This is an optimization exercise on Yosys and OpenROAD, whose aim is small area, a short achievable clock period and few clock cycles, not a production implementation.
Power is estimated from default activity; no workload was simulated.

==> flow/design.v <==
module axi_lite_slave #(
    parameter ADDR_WIDTH = 6,
    parameter DATA_WIDTH = 32
)(
    input  logic                   clk,
    input  logic                   resetn,
    input  logic [ADDR_WIDTH-1:0]  AWADDR,
    input  logic                   AWVALID,
    output logic                   AWREADY,
    input  logic [DATA_WIDTH-1:0]  WDATA,
    input  logic                   WVALID,
    output logic                   WREADY,
    output logic [1:0]             BRESP,
    output logic                   BVALID,
    input  logic                   BREADY,
    input  logic [ADDR_WIDTH-1:0]  ARADDR,
    input  logic                   ARVALID,
    output logic                   ARREADY,
    output logic [DATA_WIDTH-1:0]  RDATA,
    output logic [1:0]             RRESP,
    output logic                   RVALID,
    input  logic                   RREADY
);
    localparam NWORDS = 1 << ADDR_WIDTH;
    logic [DATA_WIDTH-1:0] mem[0:NWORDS-1];
    assign BRESP = 2'b00;
    assign RRESP = 2'b00;
    logic [ADDR_WIDTH-1:0] wa_q;
    logic [DATA_WIDTH-1:0] wd_q;
    logic                  wa_v, wd_v;
    logic [2:0]            bcnt;        
    wire aw_hs = AWVALID && AWREADY;
    wire w_hs  = WVALID && WREADY;
    wire b_hs  = BVALID && BREADY;
    wire wgo   = wa_v && wd_v;          
    wire wa_v_n = aw_hs || (wa_v && !wgo);
    wire wd_v_n = w_hs  || (wd_v && !wgo);
    wire pair   = wa_v_n && wd_v_n;     
    logic [2:0] bcnt_n;
    always_comb begin
        case ({pair, b_hs})
            2'b10:   bcnt_n = bcnt + 3'd1;
            2'b01:   bcnt_n = bcnt - 3'd1;
            default: bcnt_n = bcnt;
        endcase
    end
    always_ff @(posedge clk) begin
        if (aw_hs) wa_q <= AWADDR;
        if (w_hs)  wd_q <= WDATA;
    end
    localparam LO_W = ADDR_WIDTH / 2;
    localparam HI_W = ADDR_WIDTH - LO_W;
    wire [ADDR_WIDTH-1:0] wa_n = aw_hs ? AWADDR : wa_q;
    logic [(1<<HI_W)-1:0] we_hi;        
    logic [(1<<LO_W)-1:0] we_lo;        
    always_ff @(posedge clk or negedge resetn) begin
        if (!resetn) begin
            we_hi <= '0;
            we_lo <= '0;
        end else begin
            for (int j = 0; j < (1<<HI_W); j++)
                we_hi[j] <= pair && (wa_n[ADDR_WIDTH-1:LO_W] == j);
            for (int j = 0; j < (1<<LO_W); j++)
                we_lo[j] <= (wa_n[LO_W-1:0] == j);
        end
    end
    genvar gi;
    generate
        for (gi = 0; gi < NWORDS; gi = gi + 1) begin : g_word
            always_ff @(posedge clk)
                if (we_hi[gi >> LO_W] && we_lo[gi % (1<<LO_W)]) mem[gi] <= wd_q;
        end
    endgenerate
    always_ff @(posedge clk or negedge resetn) begin
        if (!resetn) begin
            wa_v    <= 1'b0;
            wd_v    <= 1'b0;
            bcnt    <= 3'd0;
            BVALID  <= 1'b0;
            AWREADY <= 1'b0;
            WREADY  <= 1'b0;
        end else begin
            wa_v    <= wa_v_n;
            wd_v    <= wd_v_n;
            bcnt    <= bcnt_n;
            BVALID  <= (bcnt_n != 3'd0);
            AWREADY <= (!wa_v_n || wd_v_n) && !bcnt_n[2];
            WREADY  <= (!wd_v_n || wa_v_n) && !bcnt_n[2];
        end
    end
    logic [NWORDS-1:0]     q0_oh;
    logic [ADDR_WIDTH-1:0] q1;
    logic                  q0_v, q1_v;
    wire ar_hs = ARVALID && ARREADY;
    wire rload = q0_v && (!RVALID || RREADY);
    wire q0_v_n = rload ? (q1_v || ar_hs) : (q0_v || ar_hs);
    wire q1_v_n = rload ? (q1_v && ar_hs) : (q1_v || (q0_v && ar_hs));
    wire rvalid_n = rload || (RVALID && !RREADY);
    wire [1:0] occ_n = {1'b0, q0_v_n} + {1'b0, q1_v_n} + {1'b0, rvalid_n};
    wire [ADDR_WIDTH-1:0] q0_src = q1_v ? q1 : ARADDR;
    logic [DATA_WIDTH-1:0] rd;
    always_comb begin
        rd = '0;
        for (int i = 0; i < NWORDS; i++)
            rd = rd | ({DATA_WIDTH{q0_oh[i]}} & mem[i]);
    end
    always_ff @(posedge clk) begin
        if (ar_hs) q1 <= ARADDR;
    end
    always_ff @(posedge clk or negedge resetn) begin
        if (!resetn) begin
            RDATA <= '0;
            q0_oh <= '0;
        end else begin
            if (rload) RDATA <= rd;
            if (rload || !q0_v)
                for (int i = 0; i < NWORDS; i++)
                    q0_oh[i] <= (q0_src == i);
        end
    end
    always_ff @(posedge clk or negedge resetn) begin
        if (!resetn) begin
            q0_v    <= 1'b0;
            q1_v    <= 1'b0;
            RVALID  <= 1'b0;
            ARREADY <= 1'b0;
        end else begin
            q0_v    <= q0_v_n;
            q1_v    <= q1_v_n;
            RVALID  <= rvalid_n;
            ARREADY <= (occ_n != 2'd3);
        end
    end
endmodule
Settings: LEC_CHECK=0, ABC_CLOCK_PERIOD_IN_PS=2300, CAP_MARGIN=20, CORE_MARGIN=2, CORE_UTILIZATION=70, CTS_CLUSTER_DIAMETER=50, CTS_CLUSTER_SIZE=30, SETUP_SLACK_MARGIN=2.7, SLEW_MARGIN=20; clock period 5.0 ns.
run.sh (not shown) runs the stock make flow with config.mk's settings and CLKGATE_MAP_FILE= SYNTH_SCRIPT=/design/flow/synth_recipe.tcl, a recipe that flattens the netlist after the stock synthesis.
==> next run, changes <==
CORE_UTILIZATION = 65   (was 70)
CTS_CLUSTER_DIAMETER = 60   (was 50)
CTS_CLUSTER_SIZE = 20   (was 30)
Cell count came out higher by 1.1%.
Design area shrinks by 0.94%.
Via count shrinks by about 1.7%.
No run of this note included a check of the RTL's function; only the layout flow was run.

---

## sierra
Another version of the RTL of axi_lite_slave (not shown whole).
Size in the first run: about 2200 flip-flops, about 92 I/O pins.
make LEC_CHECK=0 ABC_CLOCK_PERIOD_IN_PS=2300 CAP_MARGIN=20 CORE_MARGIN=2 CORE_UTILIZATION=65 CTS_CLUSTER_DIAMETER=60 CTS_CLUSTER_SIZE=20 PLACE_DENSITY=0.8 SETUP_SLACK_MARGIN=2.7 SLEW_MARGIN=20 SYNTH_HIERARCHICAL=1 finish   # period 5.0 ns
sierra reached the final stage; the timing, design-rule and antenna checks on its layout passed.
diff inputs: sierra => lagoon
Settings: a deleted PLACE_DENSITY that had been 0.8.
Notes after the runs:
When the final numbers for sierra and lagoon were put side by side, the arrival time at the worst endpoint turned out to be smaller in lagoon.
On clock transition at the register clock pins on the worst setup and hold paths after CTS, sierra and lagoon are basically level.
Changes observed in lagoon relative to sierra: hold slack decreased by 0.0032 ns relative to the old numbers, share of power burned in combinational logic decreased by 1.1 points relative to the old numbers, total instance count after detailed placement closely matched the old numbers.
Diff sierra..lagoon | cell area | negligible
No run of this note included a check of the RTL's function; only the layout flow was run.

## port drivers added, routing unchanged
In the flow no input, the clock included, has a driving cell. The finished layouts below were timed again as built, in two steps. Step 1 assumes that a clkbuf_16 drives the clock port and a buf_2 every other input. Step 2 moves the port delays by t, midway between the first and last clock arrival at a register: inputs arrive t later, outputs are due t later. That takes back most of the time a late clock gives input paths. Slacks: ideal / step 1 / step 2; pairs: ideal / step 1.
| run | t, ns | setup slack, ns | hold WS [ns] |
|---|---|---|---|
| the first run of note 1 | 0.876 | 2.473 / 2.393 / 1.886 | 0.279 / 0.238 / 0.500 |
| the second run of note 1 | 0.869 | 2.473 / 2.393 / 1.939 | 0.264 / 0.224 / 0.492 |
| sierra | 0.856 | 2.289 / 2.289 / 1.683 | 0.367 / 0.309 / 0.554 |
| lagoon | 0.844 | 2.475 / 2.475 / 1.827 | 0.364 / 0.304 / 0.557 |
After both steps setup and hold are still met in every run listed. For lagoon, which loses most, drivers alone change the setup slack by 0.000 ns; drivers and shift together by -0.648 ns.
